Background: an optimization exercise with open tools, aiming at small area and a short achievable clock period. Do not read the settings as production practice.
Function was checked by simulation only, so behaviour that the tests miss may differ from the original.
Power and IR drop assume default switching activity.

==> violet <==
Design top_32bit, start of the top module:
module top_32bit(
    input               clk,
    input               we,
    input               reset,
    input      [31:0]   data,
    input      [1:0]    p_sel,
    input      [31:0]   P0,
    input      [31:0]   P1,
    output     [31:0]   P0_out,
    output     [31:0]   P1_out,
    output     [31:0]   data_out
  );
export LEC_CHECK = 0
export CAP_MARGIN = 20
export CORE_MARGIN = 2
export CORE_UTILIZATION = 60
export SLEW_MARGIN = 20
export SYNTH_HIERARCHICAL = 1
create_clock -name core_clock -period 12.0 [get_ports {clk}]
standard.sh (not shown) runs the stock make flow with config.mk's settings and CLKGATE_MAP_FILE= SYNTH_SCRIPT=/design/flow/synth_recipe.tcl, a recipe that flattens the netlist after the stock synthesis.
==> flow/flow/run.sh <==
#!/bin/bash
# The standard layout (the standard.sh, standard synthesis included) with:
#  - a clock tree of smaller buffers, larger sink clusters and no dummy loads;
#  - port buffers of buf_2 cells.
# make's own output goes to layout_make.log; each ORFS step logs under orfs/logs.
set -euo pipefail
bash standard.sh SETUP_SLACK_MARGIN=6.5 \
  'CTS_ARGS=-sink_clustering_enable -repair_clock_nets -dont_use_dummy_load -buf_list {sky130_fd_sc_hd__clkbuf_4 sky130_fd_sc_hd__clkbuf_8} -sink_clustering_size 16' \
  'BUFFER_PORTS_ARGS=-buffer_cell sky130_fd_sc_hd__buf_2' \
  finish > layout_make.log 2>&1
==> garnet: changes against violet <==
--- a/flow/design.v
+++ b/flow/design.v
@@ -105,31 +105,16 @@
       A_reg = A_reg | ({32{selA[i]}} & Rall[32*i +: 32]);
       B_reg = B_reg | ({32{selB[i]}} & Rall[32*i +: 32]);
     end
   end
   wire [31:0] A, B;
-  wire [3:0]  ga, gp0, gp1;
-  opctl u_cA0 (.g0(gA0), .g1(gA1), .gy(gAY), .p_sel(p_sel), .ga(ga[0]), .gp0(gp0[0]), .gp1(gp1[0]));
-  opctl u_cA1 (.g0(gA0), .g1(gA1), .gy(gAY), .p_sel(p_sel), .ga(ga[1]), .gp0(gp0[1]), .gp1(gp1[1]));
-  opctl u_cB0 (.g0(gB0), .g1(gB1), .gy(gBY), .p_sel(p_sel), .ga(ga[2]), .gp0(gp0[2]), .gp1(gp1[2]));
-  opctl u_cB1 (.g0(gB0), .g1(gB1), .gy(gBY), .p_sel(p_sel), .ga(ga[3]), .gp0(gp0[3]), .gp1(gp1[3]));
-  opmux u_opA0 (.alu(alu[15:0]), .p0(P0[15:0]), .p1(P1[15:0]), .r(A_reg[15:0]),
-                .ga(ga[0]), .gp0(gp0[0]), .gp1(gp1[0]), .y(A[15:0]));
-  opmux u_opA1 (.alu(alu[31:16]), .p0(P0[31:16]), .p1(P1[31:16]), .r(A_reg[31:16]),
-                .ga(ga[1]), .gp0(gp0[1]), .gp1(gp1[1]), .y(A[31:16]));
-  opmux u_opB0 (.alu(alu[15:0]), .p0(P0[15:0]), .p1(P1[15:0]), .r(B_reg[15:0]),
-                .ga(ga[2]), .gp0(gp0[2]), .gp1(gp1[2]), .y(B[15:0]));
-  opmux u_opB1 (.alu(alu[31:16]), .p0(P0[31:16]), .p1(P1[31:16]), .r(B_reg[31:16]),
-                .ga(ga[3]), .gp0(gp0[3]), .gp1(gp1[3]), .y(B[31:16]));
-  wire [15:0] Am, Bm;
-  wire [1:0]  gam, gp0m, gp1m;
-  opctl u_cAm (.g0(gA0), .g1(gA1), .gy(gAY), .p_sel(p_sel), .ga(gam[0]), .gp0(gp0m[0]), .gp1(gp1m[0]));
-  opctl u_cBm (.g0(gB0), .g1(gB1), .gy(gBY), .p_sel(p_sel), .ga(gam[1]), .gp0(gp0m[1]), .gp1(gp1m[1]));
-  opmux u_opAm (.alu(alu[15:0]), .p0(P0[15:0]), .p1(P1[15:0]), .r(A_reg[15:0]),
-                .ga(gam[0]), .gp0(gp0m[0]), .gp1(gp1m[0]), .y(Am));
-  opmux u_opBm (.alu(alu[15:0]), .p0(P0[15:0]), .p1(P1[15:0]), .r(B_reg[15:0]),
-                .ga(gam[1]), .gp0(gp0m[1]), .gp1(gp1m[1]), .y(Bm));
+  opmux u_opA (.alu(alu), .p0(P0), .p1(P1), .r(A_reg),
+               .ga(gAY | (gA0 & p_sel[0]) | (gA1 & p_sel[1])),
+               .gp0(gA0 & ~p_sel[0]), .gp1(gA1 & ~p_sel[1]), .y(A));
+  opmux u_opB (.alu(alu), .p0(P0), .p1(P1), .r(B_reg),
+               .ga(gBY | (gB0 & p_sel[0]) | (gB1 & p_sel[1])),
+               .gp0(gB0 & ~p_sel[0]), .gp1(gB1 & ~p_sel[1]), .y(B));
   wire        nr    = ~reset;
   wire        s_mul = nr & (j_op == OP_MUL);
   wire        s_add = nr & (j_op == OP_ADD);
   wire        s_sub = nr & (j_op == OP_SUB);
   wire        s_or  = nr & (j_op == OP_OR);
@@ -143,30 +128,24 @@
                    {31'd0, s_lt & lt};
   wire [31:0] oy = ({32{s_add}} & B) | ({32{s_sub}} & ~B);
   wire        ocin = s_sub;
   wire [93:0] mid_next;
   reg  [93:0] mid;
-  mulfront u_front (.a(Am), .b(Bm), .is_mul(s_mul), .ox(ox), .oy(oy),
+  mulfront u_front (.a(A[15:0]), .b(B[15:0]), .is_mul(s_mul), .ox(ox), .oy(oy),
                     .ocin(ocin), .m(mid_next));
   always @(posedge clk) begin
     mid    <= mid_next;
     rs_cur <= reset ? 3'd0 : j_rs;
   end
   csaback u_back (.m(mid), .s(alu), .s2(alu_rf));
   assign P0_out   = R0;
   assign P1_out   = R1;
   assign data_out = alu;
 endmodule
-module opmux(input [15:0] alu, input [15:0] p0, input [15:0] p1, input [15:0] r,
-             input ga, input gp0, input gp1, output [15:0] y);
-  assign y = ({16{ga}} & alu) | ({16{gp0}} & p0) | ({16{gp1}} & p1) | r;
-endmodule
-module opctl(input g0, input g1, input gy, input [1:0] p_sel,
-             output ga, output gp0, output gp1);
-  assign ga  = gy | (g0 & p_sel[0]) | (g1 & p_sel[1]);
-  assign gp0 = g0 & ~p_sel[0];
-  assign gp1 = g1 & ~p_sel[1];
+module opmux(input [31:0] alu, input [31:0] p0, input [31:0] p1, input [31:0] r,
+             input ga, input gp0, input gp1, output [31:0] y);
+  assign y = ({32{ga}} & alu) | ({32{gp0}} & p0) | ({32{gp1}} & p1) | r;
 endmodule
 module mulfront(input [15:0] a, input [15:0] b, input is_mul, input [31:0] ox,
                 input [31:0] oy, input ocin, output [93:0] m);
   wire one1;
   wire two2;
Settings changed: CORE_UTILIZATION 60 to 65.
==> harbor: changes against violet <==
--- a/flow/design.v
+++ b/flow/design.v
@@ -105,31 +105,16 @@
       A_reg = A_reg | ({32{selA[i]}} & Rall[32*i +: 32]);
       B_reg = B_reg | ({32{selB[i]}} & Rall[32*i +: 32]);
     end
   end
   wire [31:0] A, B;
-  wire [3:0]  ga, gp0, gp1;
-  opctl u_cA0 (.g0(gA0), .g1(gA1), .gy(gAY), .p_sel(p_sel), .ga(ga[0]), .gp0(gp0[0]), .gp1(gp1[0]));
-  opctl u_cA1 (.g0(gA0), .g1(gA1), .gy(gAY), .p_sel(p_sel), .ga(ga[1]), .gp0(gp0[1]), .gp1(gp1[1]));
-  opctl u_cB0 (.g0(gB0), .g1(gB1), .gy(gBY), .p_sel(p_sel), .ga(ga[2]), .gp0(gp0[2]), .gp1(gp1[2]));
-  opctl u_cB1 (.g0(gB0), .g1(gB1), .gy(gBY), .p_sel(p_sel), .ga(ga[3]), .gp0(gp0[3]), .gp1(gp1[3]));
-  opmux u_opA0 (.alu(alu[15:0]), .p0(P0[15:0]), .p1(P1[15:0]), .r(A_reg[15:0]),
-                .ga(ga[0]), .gp0(gp0[0]), .gp1(gp1[0]), .y(A[15:0]));
-  opmux u_opA1 (.alu(alu[31:16]), .p0(P0[31:16]), .p1(P1[31:16]), .r(A_reg[31:16]),
-                .ga(ga[1]), .gp0(gp0[1]), .gp1(gp1[1]), .y(A[31:16]));
-  opmux u_opB0 (.alu(alu[15:0]), .p0(P0[15:0]), .p1(P1[15:0]), .r(B_reg[15:0]),
-                .ga(ga[2]), .gp0(gp0[2]), .gp1(gp1[2]), .y(B[15:0]));
-  opmux u_opB1 (.alu(alu[31:16]), .p0(P0[31:16]), .p1(P1[31:16]), .r(B_reg[31:16]),
-                .ga(ga[3]), .gp0(gp0[3]), .gp1(gp1[3]), .y(B[31:16]));
-  wire [15:0] Am, Bm;
-  wire [1:0]  gam, gp0m, gp1m;
-  opctl u_cAm (.g0(gA0), .g1(gA1), .gy(gAY), .p_sel(p_sel), .ga(gam[0]), .gp0(gp0m[0]), .gp1(gp1m[0]));
-  opctl u_cBm (.g0(gB0), .g1(gB1), .gy(gBY), .p_sel(p_sel), .ga(gam[1]), .gp0(gp0m[1]), .gp1(gp1m[1]));
-  opmux u_opAm (.alu(alu[15:0]), .p0(P0[15:0]), .p1(P1[15:0]), .r(A_reg[15:0]),
-                .ga(gam[0]), .gp0(gp0m[0]), .gp1(gp1m[0]), .y(Am));
-  opmux u_opBm (.alu(alu[15:0]), .p0(P0[15:0]), .p1(P1[15:0]), .r(B_reg[15:0]),
-                .ga(gam[1]), .gp0(gp0m[1]), .gp1(gp1m[1]), .y(Bm));
+  opmux u_opA (.alu(alu), .p0(P0), .p1(P1), .r(A_reg),
+               .ga(gAY | (gA0 & p_sel[0]) | (gA1 & p_sel[1])),
+               .gp0(gA0 & ~p_sel[0]), .gp1(gA1 & ~p_sel[1]), .y(A));
+  opmux u_opB (.alu(alu), .p0(P0), .p1(P1), .r(B_reg),
+               .ga(gBY | (gB0 & p_sel[0]) | (gB1 & p_sel[1])),
+               .gp0(gB0 & ~p_sel[0]), .gp1(gB1 & ~p_sel[1]), .y(B));
   wire        nr    = ~reset;
   wire        s_mul = nr & (j_op == OP_MUL);
   wire        s_add = nr & (j_op == OP_ADD);
   wire        s_sub = nr & (j_op == OP_SUB);
   wire        s_or  = nr & (j_op == OP_OR);
@@ -143,30 +128,24 @@
                    {31'd0, s_lt & lt};
   wire [31:0] oy = ({32{s_add}} & B) | ({32{s_sub}} & ~B);
   wire        ocin = s_sub;
   wire [93:0] mid_next;
   reg  [93:0] mid;
-  mulfront u_front (.a(Am), .b(Bm), .is_mul(s_mul), .ox(ox), .oy(oy),
+  mulfront u_front (.a(A[15:0]), .b(B[15:0]), .is_mul(s_mul), .ox(ox), .oy(oy),
                     .ocin(ocin), .m(mid_next));
   always @(posedge clk) begin
     mid    <= mid_next;
     rs_cur <= reset ? 3'd0 : j_rs;
   end
   csaback u_back (.m(mid), .s(alu), .s2(alu_rf));
   assign P0_out   = R0;
   assign P1_out   = R1;
   assign data_out = alu;
 endmodule
-module opmux(input [15:0] alu, input [15:0] p0, input [15:0] p1, input [15:0] r,
-             input ga, input gp0, input gp1, output [15:0] y);
-  assign y = ({16{ga}} & alu) | ({16{gp0}} & p0) | ({16{gp1}} & p1) | r;
-endmodule
-module opctl(input g0, input g1, input gy, input [1:0] p_sel,
-             output ga, output gp0, output gp1);
-  assign ga  = gy | (g0 & p_sel[0]) | (g1 & p_sel[1]);
-  assign gp0 = g0 & ~p_sel[0];
-  assign gp1 = g1 & ~p_sel[1];
+module opmux(input [31:0] alu, input [31:0] p0, input [31:0] p1, input [31:0] r,
+             input ga, input gp0, input gp1, output [31:0] y);
+  assign y = ({32{ga}} & alu) | ({32{gp0}} & p0) | ({32{gp1}} & p1) | r;
 endmodule
 module mulfront(input [15:0] a, input [15:0] b, input is_mul, input [31:0] ox,
                 input [31:0] oy, input ocin, output [93:0] m);
   wire one1;
   wire two2;
==> flow/flow/run.sh (replaced) <==
#!/bin/bash
set -euo pipefail
bash standard.sh SETUP_SLACK_MARGIN=7.5 finish > layout_make.log 2>&1
==> summary.md <==
| Metric | Value |
|---|---|
| Status | complete, no violations |
| Grt met1 use | 48.88% |
| Most frequent cells in the layout | 576 x edfxtp_1, 294 x a22oi_1, 247 x nand2_1 |
| Clock-cell share of area | between 3 and 4% |
| Post-Synth Adder-Cell Area | 7.362% |
| FF-to-FF Start | mid[18] |
| GRT met3 Usage | under 10% |
| Slowest cell delay on critical path | about 0.52 ns |
| Clock share of power | about an eighth |
| Finished Layout Cells | just over 5,000 |
| Multi-In Gates | 2,614 |
| GR Util All Layers | between 40% and 50% |
| Clock group | between 1.5 and 2 mW |
| Hold EP | a1[0] |
| CP arrival | ~6.1 ns |
| Seq/total area | a little over two fifths |
| Top post-synthesis cells by area | edfxtp_1 38%, dfxtp_1 5.6%, a22oi_2 5.4%, a22oi_1 4.9%, fa_1 4.8% |
| Synth top cells by count | 576 x edfxtp_1, 306 x nor2_1, 294 x a22oi_1, 284 x nand2_1, 233 x inv_1 |
| Vias per cell | a little under 7 |
| Final worst setup slack | between 6 and 7 ns |
That was violet.
==> summary.md <==
| Metric | Value |
|---|---|
| Status | complete, no violations |
| Clock group | 2.65 mW |
| Synth top cells by count | 576 x edfxtp_1, 332 x a22oi_1, 288 x nor2_1, 236 x nand2_1, 231 x inv_1 |
| Clock slew at reported path FFs | 0.06 ns |
| Max cap viols | 0 |
| Seq/total area | between 30% and 40% |
| Clock share of power | between 15 and 20% |
| GR Util All Layers | between 40 and 50% |
| Most frequent cells in the layout | 576 x edfxtp_1, 317 x a22oi_1, 289 x buf_4 |
| Post-Synth Adder-Cell Area | around 7.6% |
| Vias per cell | about 7 |
| Hold EP | valid[3] |
| Multi-In Gates | 2,424 |
| Clock-cell share of area | under 10% |
| Final worst setup slack | slightly above 6 ns |
| CP Launch Type | primary input |
| Grt met1 use | a little over half |
| Finished Layout Cells | just over 5,000 |
| FF-to-FF Start | mid[11] |
| Top post-synthesis cells by area | edfxtp_1 40%, dfxtp_1 5.8%, a22oi_1 5.7%, fa_1 4.9%, dfrtp_1 4.3% |
That was harbor.
==> summary.md <==
| Metric | Value |
|---|---|
| Clock-cell share of area | 3.490% |
| Final worst setup slack | approximately 6.3 ns |
| Status | complete, no violations |
| Multi-In Gates | roughly 2,400 |
| CP arrival | approximately 6.3 ns |
| Clock group | 1.91 mW |
| Post-Synth Adder-Cell Area | roughly 7.6% |
| FF-to-FF Start | mid[6] |
| Seq/total area | between 40% and 50% |
| GR Util All Layers | a little over two fifths |
| Synth top cells by count | 576 x edfxtp_1, 332 x a22oi_1, 288 x nor2_1, 236 x nand2_1, 231 x inv_1 |
| Vias per cell | 7.133 |
That was garnet.

* * *

==> inputs of run a <==
Another version of the RTL of top_32bit (not shown whole).
Settings: LEC_CHECK=0, CAP_MARGIN=20, CORE_MARGIN=2, CORE_UTILIZATION=60, SLEW_MARGIN=20, SYNTH_HIERARCHICAL=1; clock period 12.0 ns.
==> flow/flow/run.sh <==
#!/bin/bash
# The standard layout (the standard.sh, standard synthesis included) with:
#  - a clock tree of smaller buffers, larger sink clusters and no dummy loads;
#  - port buffers of buf_2 cells.
# make's own output goes to layout_make.log; each ORFS step logs under orfs/logs.
set -euo pipefail
bash standard.sh SETUP_SLACK_MARGIN=6.5 \
  'CTS_ARGS=-sink_clustering_enable -repair_clock_nets -dont_use_dummy_load -buf_list {sky130_fd_sc_hd__clkbuf_4 sky130_fd_sc_hd__clkbuf_8} -sink_clustering_size 16' \
  'BUFFER_PORTS_ARGS=-buffer_cell sky130_fd_sc_hd__buf_2' \
  finish > layout_make.log 2>&1
==> run b: changes against run a <==
--- a/flow/flow/run.sh
+++ b/flow/flow/run.sh
@@ -6,3 +6,3 @@
 set -euo pipefail
-bash standard.sh SETUP_SLACK_MARGIN=6.5 \
+bash standard.sh SETUP_SLACK_MARGIN=7.0 \
   'CTS_ARGS=-sink_clustering_enable -repair_clock_nets -dont_use_dummy_load -buf_list {sky130_fd_sc_hd__clkbuf_4 sky130_fd_sc_hd__clkbuf_8} -sink_clustering_size 16' \
==> impl_results.md <==
* Antenna fix cells at 9
* GR Layer Usage met2 at 0.656
* Status: complete, no violations
* Met1 Use GR at 0.494
* WL final at 162000 um
* Pwr dens at 276 nW/um2
* Setup crit end: data_out[21]
* Placed Cells at 4670
* Sequential power at 0.00371 W
* Gate power share at 0.618
* Skew final at 0.153 ns
* Non-CTS buffers at 503
the above is filed under run b

==> impl_results.md <==
* GR Layer Usage met2 at 0.647
* Antenna fix cells at 13
* Met1 Use GR at 0.489
* Status: complete, no violations
* Sequential power at 0.00369 W
* Skew final at 0.0984 ns
* Non-CTS buffers at 426
* Placed Cells at 4668
* WL final at 155000 um
the above is filed under run a

[afterwards: timing with drivers on the ports]
How much do the figures lean on ideal ports? The routed layouts below were timed once more, with nothing changed but the port constraints. Step 1 (the two cells are an assumption about what drives the block):
set clk [get_ports {clk}]
set_driving_cell -lib_cell sky130_fd_sc_hd__clkbuf_16 $clk
set_driving_cell -lib_cell sky130_fd_sc_hd__buf_2 [delete_from_list [all_inputs] $clk]
Step 2 times the ports against the registers' clock, not the clock port: input delays grow and output delays shrink by t, the midpoint of the rising clock arrivals with the driver on. a / b / c = ideal ports / drivers / drivers and shift; a / b = the first two.
run	t (ns)	setup slack, ns	worst slew at a driven data input, ns
violet	0.789	6.438 / 6.384 / 5.663	0.16
garnet	0.825	6.312 / 6.247 / 5.422	0.20
harbor	0.716	6.097 / 6.131 / 5.415	0.19
run a	0.797	6.367 / 6.379 / 5.582	0.16
run b	0.771	6.463 / 6.400 / 5.720	0.18
After both steps every run listed still meets setup and hold. For garnet, which loses most, drivers alone change the setup slack by -0.065 ns; drivers and shift together by -0.890 ns.
